This design comes from an exercise in tuning for small area and a short achievable clock period on the open sky130 flow, not from production work. In this exercise RTL edits were held to simulation tests only and were not proved equivalent to the original. Power and IR drop assume default switching activity.

[flow/config.mk]
export PLATFORM = sky130hd
export DESIGN_NAME = cpuDatapath
export DESIGN_NICKNAME = cpuDatapath
export VERILOG_FILES = /design/flow/design.v
export SDC_FILE = /design/flow/constraint.sdc
export NUM_CORES = 4
export LEC_CHECK = 0
export CAP_MARGIN = 20
export CORE_MARGIN = 2
export CORE_UTILIZATION = 45
export PLACE_DENSITY = 0.6
export SLEW_MARGIN = 20
[flow/constraint.sdc]
create_clock -name core_clock -period 10.0 [get_ports {clk}]
set_input_delay 2.0000 -clock core_clock [delete_from_list [all_inputs] [get_ports {clk}]]
set_output_delay 2.0000 -clock core_clock [all_outputs]
set_load 0.01 [all_outputs]
[flow/design.v]
module regfile(clk, reset, wen, wsel, wdata, rsel, rdata);
input clk, reset, wen;
input [3:0] wsel, rsel;
input [15:0] wdata;
output [15:0] rdata;
wire [255:0] all;
wire [15:0] wd = reset ? 16'b0 : wdata;
genvar i;
generate for (i = 0; i < 16; i = i + 1) begin : regs
	reg [15:0] q;
	always @(posedge clk)
		if (reset | (wen & (wsel == i)))
			q <= wd;
	assign all[16*i +: 16] = q;
end endgenerate
assign rdata = all[16*rsel +: 16];
endmodule
module _3710alu(A, B, inst, C);
input [15:0] A, B, inst;
output reg [15:0] C;
wire [3:0] hi = inst[15:12];
wire [3:0] lo = inst[7:4];
wire [7:0] imm = inst[7:0];
wire rform  = (hi == 4'b0000);
wire immadd = (hi == 4'b0101) | (hi == 4'b0111) | (hi == 4'b1011) | (hi == 4'b0110);
wire immsub = (hi == 4'b1001);
wire sub    = immsub | (rform & (lo == 4'b1001));
wire b8     = (hi == 4'b0110) ? 1'b0 : (imm[7] ^ immsub);
wire [15:0] opb = (immadd | immsub) ? {7'b0, b8, imm} : B;
wire [15:0] sum = A + (opb ^ {16{sub}}) + {15'b0, sub};
wire right = lo[0];
wire [15:0] ar;
wire [15:0] sl;
genvar i;
generate for (i = 0; i < 16; i = i + 1) begin : rev
	assign ar[i] = right ? A[15-i] : A[i];
end endgenerate
assign sl = (|B[15:4]) ? 16'b0 : (ar << B[3:0]);
wire [15:0] shres;
generate for (i = 0; i < 16; i = i + 1) begin : rev2
	assign shres[i] = right ? sl[15-i] : sl[i];
end endgenerate
always @(*)
begin
	C = 16'b0;
	if (immadd | immsub)
		C = sum;
	else if (rform)
		case (lo)
		4'b0101, 4'b0110, 4'b0111, 4'b0100, 4'b1001: C = sum;
		4'b0001: C = A & B;
		4'b0010: C = A | B;
		4'b0011: C = A ^ B;
		4'b1111: C = ~A;
		default: C = 16'b0;
		endcase
	else if (hi == 4'b1000 && (lo == 4'b0100 || lo == 4'b1111))
		C = shres;
end
endmodule
module FSM (clk, reset, rdata, state);
input clk, reset;
input [15:0] rdata;
output reg [3:0] state;
localparam RST   = 4'd0,  FIRST = 4'd1,  R1   = 4'd2,  R2   = 4'd3,
           L1    = 4'd4,  L2    = 4'd5,  J1   = 4'd6,  J2   = 4'd7,
           S1    = 4'd8,  S1I   = 4'd9,  S2   = 4'd10, JAL1 = 4'd12,
           JAL2  = 4'd13, JAL3  = 4'd14;
always @(posedge clk)
begin
	if (reset)
		state <= RST;
	else
		case (state)
		RST:   state <= FIRST;
		FIRST:
			if (rdata[15:12] == 4'b0100)
				case (rdata[7:4])
				4'b0000: state <= L1;
				4'b0100: state <= S1;
				4'b1100: state <= J1;
				4'b1000: state <= JAL1;
				default: state <= FIRST;
				endcase
			else
				state <= R1;
		R1:    state <= R2;
		R2:    state <= RST;
		S1:    state <= S1I;
		S1I:   state <= S2;
		S2:    state <= RST;
		L1:    state <= L2;
		L2:    state <= RST;
		J1:    state <= J2;
		J2:    state <= FIRST;
		JAL1:  state <= JAL2;
		JAL2:  state <= JAL3;
		JAL3:  state <= FIRST;
		default: state <= RST;
		endcase
end
endmodule
module cpuDatapath(clk, reset, uart, mem_rdata, mem_addr, mem_wdata, mem_we);
input clk, reset;
input [7:0] uart;
input [15:0] mem_rdata;
output [15:0] mem_addr;
output [15:0] mem_wdata;
output mem_we;
localparam RST   = 4'd0,  FIRST = 4'd1,  R1   = 4'd2,  R2   = 4'd3,
           L1    = 4'd4,  L2    = 4'd5,  J1   = 4'd6,  J2   = 4'd7,
           S1    = 4'd8,  S1I   = 4'd9,  S2   = 4'd10, JAL1 = 4'd12,
           JAL2  = 4'd13, JAL3  = 4'd14;
wire [3:0] state;
reg [15:0] pc, ir, p1, p2;
wire [15:0] rd, alu;
FSM mainFsm(.clk(clk), .reset(reset), .rdata(mem_rdata), .state(state));
wire st_r2   = (state == R2);
wire st_jal1 = (state == JAL1);
wire addr_r  = (state == S1) | (state == S1I) | (state == L1);
wire pc_en   = st_r2 | (state == S2) | (state == L2) | (state == J1) |
               st_jal1 | (state == JAL2);
wire wen     = st_r2 | (state == L2) | st_jal1;
wire [3:0] rsel = (state == S1) ? uart[3:0] :
                  (state == R1) ? mem_rdata[11:8] : mem_rdata[3:0];
wire [3:0] wsel = st_jal1 ? 4'b1111 : ir[11:8];
regfile reg_bank(.clk(clk), .reset(reset), .wen(wen), .wsel(wsel),
	.wdata(st_r2 ? alu : mem_rdata), .rsel(rsel), .rdata(rd));
_3710alu alu0(.A(p1), .B(p2), .inst(ir), .C(alu));
always @(posedge clk)
begin
	ir <= mem_rdata;
	p1 <= rd;
	p2 <= p1;
	if (pc_en)
		pc <= (state == J1) ? p1 : pc + 16'd1;
	else if (reset)
		pc <= 16'b0;
end
assign mem_addr  = addr_r ? p1 : pc;
assign mem_we    = (state == S1) | (state == S1I);
assign mem_wdata = {8'b0, uart};
endmodule
[flow/run.sh]
#!/bin/bash
# synth_recipe.tcl (not shown) runs the flow's synth.tcl, then flattens the netlist and writes it again
# the make line also repeats each setting of config.mk as NAME=value (left out here)
make -C /OpenROAD-flow-scripts/flow DESIGN_CONFIG=/design/flow/config.mk WORK_HOME=/design/flow/orfs CLKGATE_MAP_FILE= SYNTH_SCRIPT=/design/flow/synth_recipe.tcl finish
==> summary.txt <==
Worst hold path
  – Worst Hold Class: flip-flop to flip-flop

Flow run
  – Maxcap violations: 0

Routing
  – Vias post-DR: 9944
  – Iter 0 DRT Violations: 1009
  – ANT nets after route: 0
  – WL final: 40300 µm
  – DRC: 0
  – Iteration count of the initial detailed-routing pass: 5
  – Routed vias/inst: 5.92
  – Routed WL per cell: 24.0 µm

Floorplanning
  – Chip height: 192 µm
  – Die ar.: 37000 µm²
  – I/O pin count: 59
  – Rows: 68
  – Core ar.: 34700 µm²
  – Starting Density: 46.0%
  – Die Wd: 192 µm

Setup path
  – WS Path Type: input port to output port
  – Worst endpoint data arrival time: 3.09 ns
  – Levels on crit path: 2
  – Worst Path Required: 8.00 ns
  – Crit start category: input port
  – Cells on worst reg2reg path: 15
  – Crit path max-delay family: buffers and inverters
  – FF-to-FF Start: ir[4]
  – Cell breakdown of the critical path: clkdlybuf4s50_1 > clkdlybuf4s50_1
  – RR Endpoint: reg_bank.regs[2].q[12]
  – Reg2reg setup slack: 4.94 ns
  – End of the critical path: mem_wdata[2]
  – Slowest CP cell: clkdlybuf4s50_1
  – CP most frequent cell: clkdlybuf4s50_1
  – Crit Path Max Fanout: 2
  – Worst setup path startpoint: uart[2]
  – CP bufs+invs: 2
  – Crit path capture type: output port
  – Slowest stage delay, CP: 0.56 ns

STA
  – Clock Skew: 0.0225 ns
  – Final Hold Fails: 0
  – Worst-margin pin slew: 1.06 ns
  – Min cycle time layout: 5.09 ns
  – Unrepaired setup endpoints after global routing: false
  – Fin crit share: 50.9%
  – Final Setup Violations: 0
  – Fin. max-slew vios: 0
  – Worst setup margin: 4.91 ns
  – Sum Neg Setup Slack: 0 ns
  – Max Clk Rate: 196 MHz
  – Max-slew headroom: 29.0%

Clock network
  – Worst skew pair latency: 0.54 ns
  – Post-CTS sizing: 0
  – Clk pin slew, worst setup/hold paths: 0.06 ns
  – Max clock buf depth: 3
  – CTS Hold Bufs: 0
  – Max H-tree Level: 2
  – Root Buffer: clkbuf_16
  – TritonCTS buffer count: 35
  – CTS tree: done
  – CTS sink cnt: 324
  – Post-CTS Setup Repair Bufs: 0

Logic synthesis
  – Dominant synthesized flop cell: edfxtp_1
  – Sequential share of the synthesized area: 57.7%
  – Synthesized area per cell: 13.8 µm²
  – Most frequent cell after synthesis: edfxtp_1
  – #FFs+latches synth: 324
  – Area fraction of the dominant cell type after synthesis: 51.2%
  – Async S/R FF share, synth: 0%
  – Post-synth EDFFs: 272
  – Top cells by count, synth: edfxtp_1, nand2_1, mux4_2
  – Area leader, netlist: edfxtp_1
  – Synth warn: 4
  – Synth Instances: 1161
  – Synth unique cells: 69
  – Mapped Area: 16000 µm²
  – Synth area leaders: edfxtp_1, mux4_2, dfxtp_1

Power
  – Maximum VDD drop: 138 µV
  – Leakage power total: 0.00654 µW
  – PD cells: 212 nW/µm²
  – Power, Total: 3820 µW

Cells and area
  – Share of cells above drive strength 1: 19.3%
  – Fin util: 52.1%
  – Antenna Diode Count: 0
  – Layout Area Growth over Synthesis: 13.2%
  – Nets: 1276
  – Filler cells: 2930

Global route
  – GRT Residual Overflow: 0
  – All-Layer GR Usage: 22.4%
  – Global-route wire length before repair: 60900 µm
  – Largest net degree at the start of global routing: 65
  – Initial antenna violation count: 0
  – Vias in the first global route: 9763

Placement
  – Routability cong.: 0.929
  – PortBufs: 42
  – Pre-CTS WS: 4.68 ns
  – Detail Placement HPWL: 25400 µm

Status
  – Status: complete, no violations
-- metal layers --
| layer | wire length, µm | GRT usage, % |
|---|---|---|
| met3 | 2430 | 4.09 |
| met2 | 19000 | 35.4 |
| met4 | 906 | 6.75 |
| met1 | 18000 | 31.5 |
| met5 | 0 | 0 |
-- state kept, by name, indices dropped and copies added, names as in the netlist --
signal           cells
pc                  16
reg_bank.regs.q    256
mainFsm.state        4
p2                  16
p1                  16
ir                  16
-- kinds of logic (layout without fill, tap and decap cells) --
| logic type | Yosys count | count (layout) | share of synthesized area [%] |
|---|---|---|---|
| multiplexers | 146 | 146 | 15.6 |
| XOR/XNOR | 47 | 47 | 2.58 |
| adder cells (fa/ha/maj) | 50 | 50 | 3.97 |
| AO/OA/AOI/OAI | 224 | 224 | 9.19 |
| buffers and inverters | 120 | 178 | 3.68 |
| other | 1 | 8 | 0.0235 |
| flip-flops | 324 | 324 | 57.7 |
| AND/OR/NAND/NOR | 249 | 249 | 7.27 |
-- layout by cell type, fill, tap and decap left out, drive strengths merged, types with 12 or more instances in the layout --
master,Yosys,routed
xnor2,21,21
dfxtp,52,52
a211oi,18,18
clkbuf,39,43
o21ai,68,68
mux2i,32,32
o22ai,17,17
clkdlybuf4s50,0,42
nor3,18,18
nand3,14,14
buf,40,32
a21oi,50,50
nand2,94,94
xor2,26,26
mux4,79,79
inv,41,45
nor2,68,68
ha,49,49
a221oi,25,25
clkinv,0,12
edfxtp,272,272
mux2,35,35
-- cell type report --
cell class | instances | area, µm² | share of cell area [%]
clock buffer | 43 | 936 | 5.18
clock inverter | 20 | 208 | 1.15
inverter | 41 | 154 | 0.852
multi-input combinational | 724 | 6310 | 34.9
sequential | 324 | 9210 | 51.0
tap | 455 | 569 | 3.15
timing repair buffer | 74 | 679 | 3.76
-- worst min path at each step --
stage            from  slack [ns]  cells after the start  endpoint
6_report       p1[15]        0.56                      0    p2[15]
5_1_grt        p1[15]        0.58                      0    p2[15]
4_1_cts        p1[15]        0.56                      0    p2[15]
3_5_place_dp   p1[15]        0.55                      0    p2[15]
3_3_place_gp   p1[15]        0.55                      0    p2[15]
2_1_floorplan  p1[15]        0.42                      0    p2[15]
-- power by group --
| group | leakage (µW) | internal (µW) | switching, µW | total [µW] |
|---|---|---|---|---|
| Clock | 0.000566 | 753 | 536 | 1290 |
| Combinational | 0.00276 | 350 | 420 | 771 |
| Sequential | 0.00321 | 1610 | 150 | 1760 |
| Total | 0.00654 | 2720 | 1110 | 3820 |
-- per-stage QoR --
step / cells / cell area, µm² / hold slack [ns]
floorplan: 1168 / 16000 / 0.417
global placement: 1613 / 16800 / 0.553
detailed placement: 1617 / 16900 / 0.549
CTS: 1680 / 18000 / 0.558
global route: 1681 / 18100 / 0.580
finish: 1681 / 18100 / 0.559

==> static timing again, ports no longer ideal <==
In the flow no input, the clock included, has a driving cell. The finished layout below was timed again as built, in two steps.
Step 1 assumes that a clkbuf_16 drives the clock port and a buf_2 every other input.
Step 2 times the ports against the registers' clock, not the clock port: input delays grow and output delays shrink by t, the midpoint of the rising clock arrivals with the driver on.
Three values: no drivers, after step 1, after step 2; two values: the first two.
t (ns): 0.578
slack for setup (ns): 4.910 / 4.885 / 4.752
worst data-port slew with drivers (ns): 0.06
pins driven straight from the clock port: 1
After both steps setup and hold are still met in this run. The setup slack of this run moves by -0.025 ns with the drivers and by -0.158 ns with both steps.
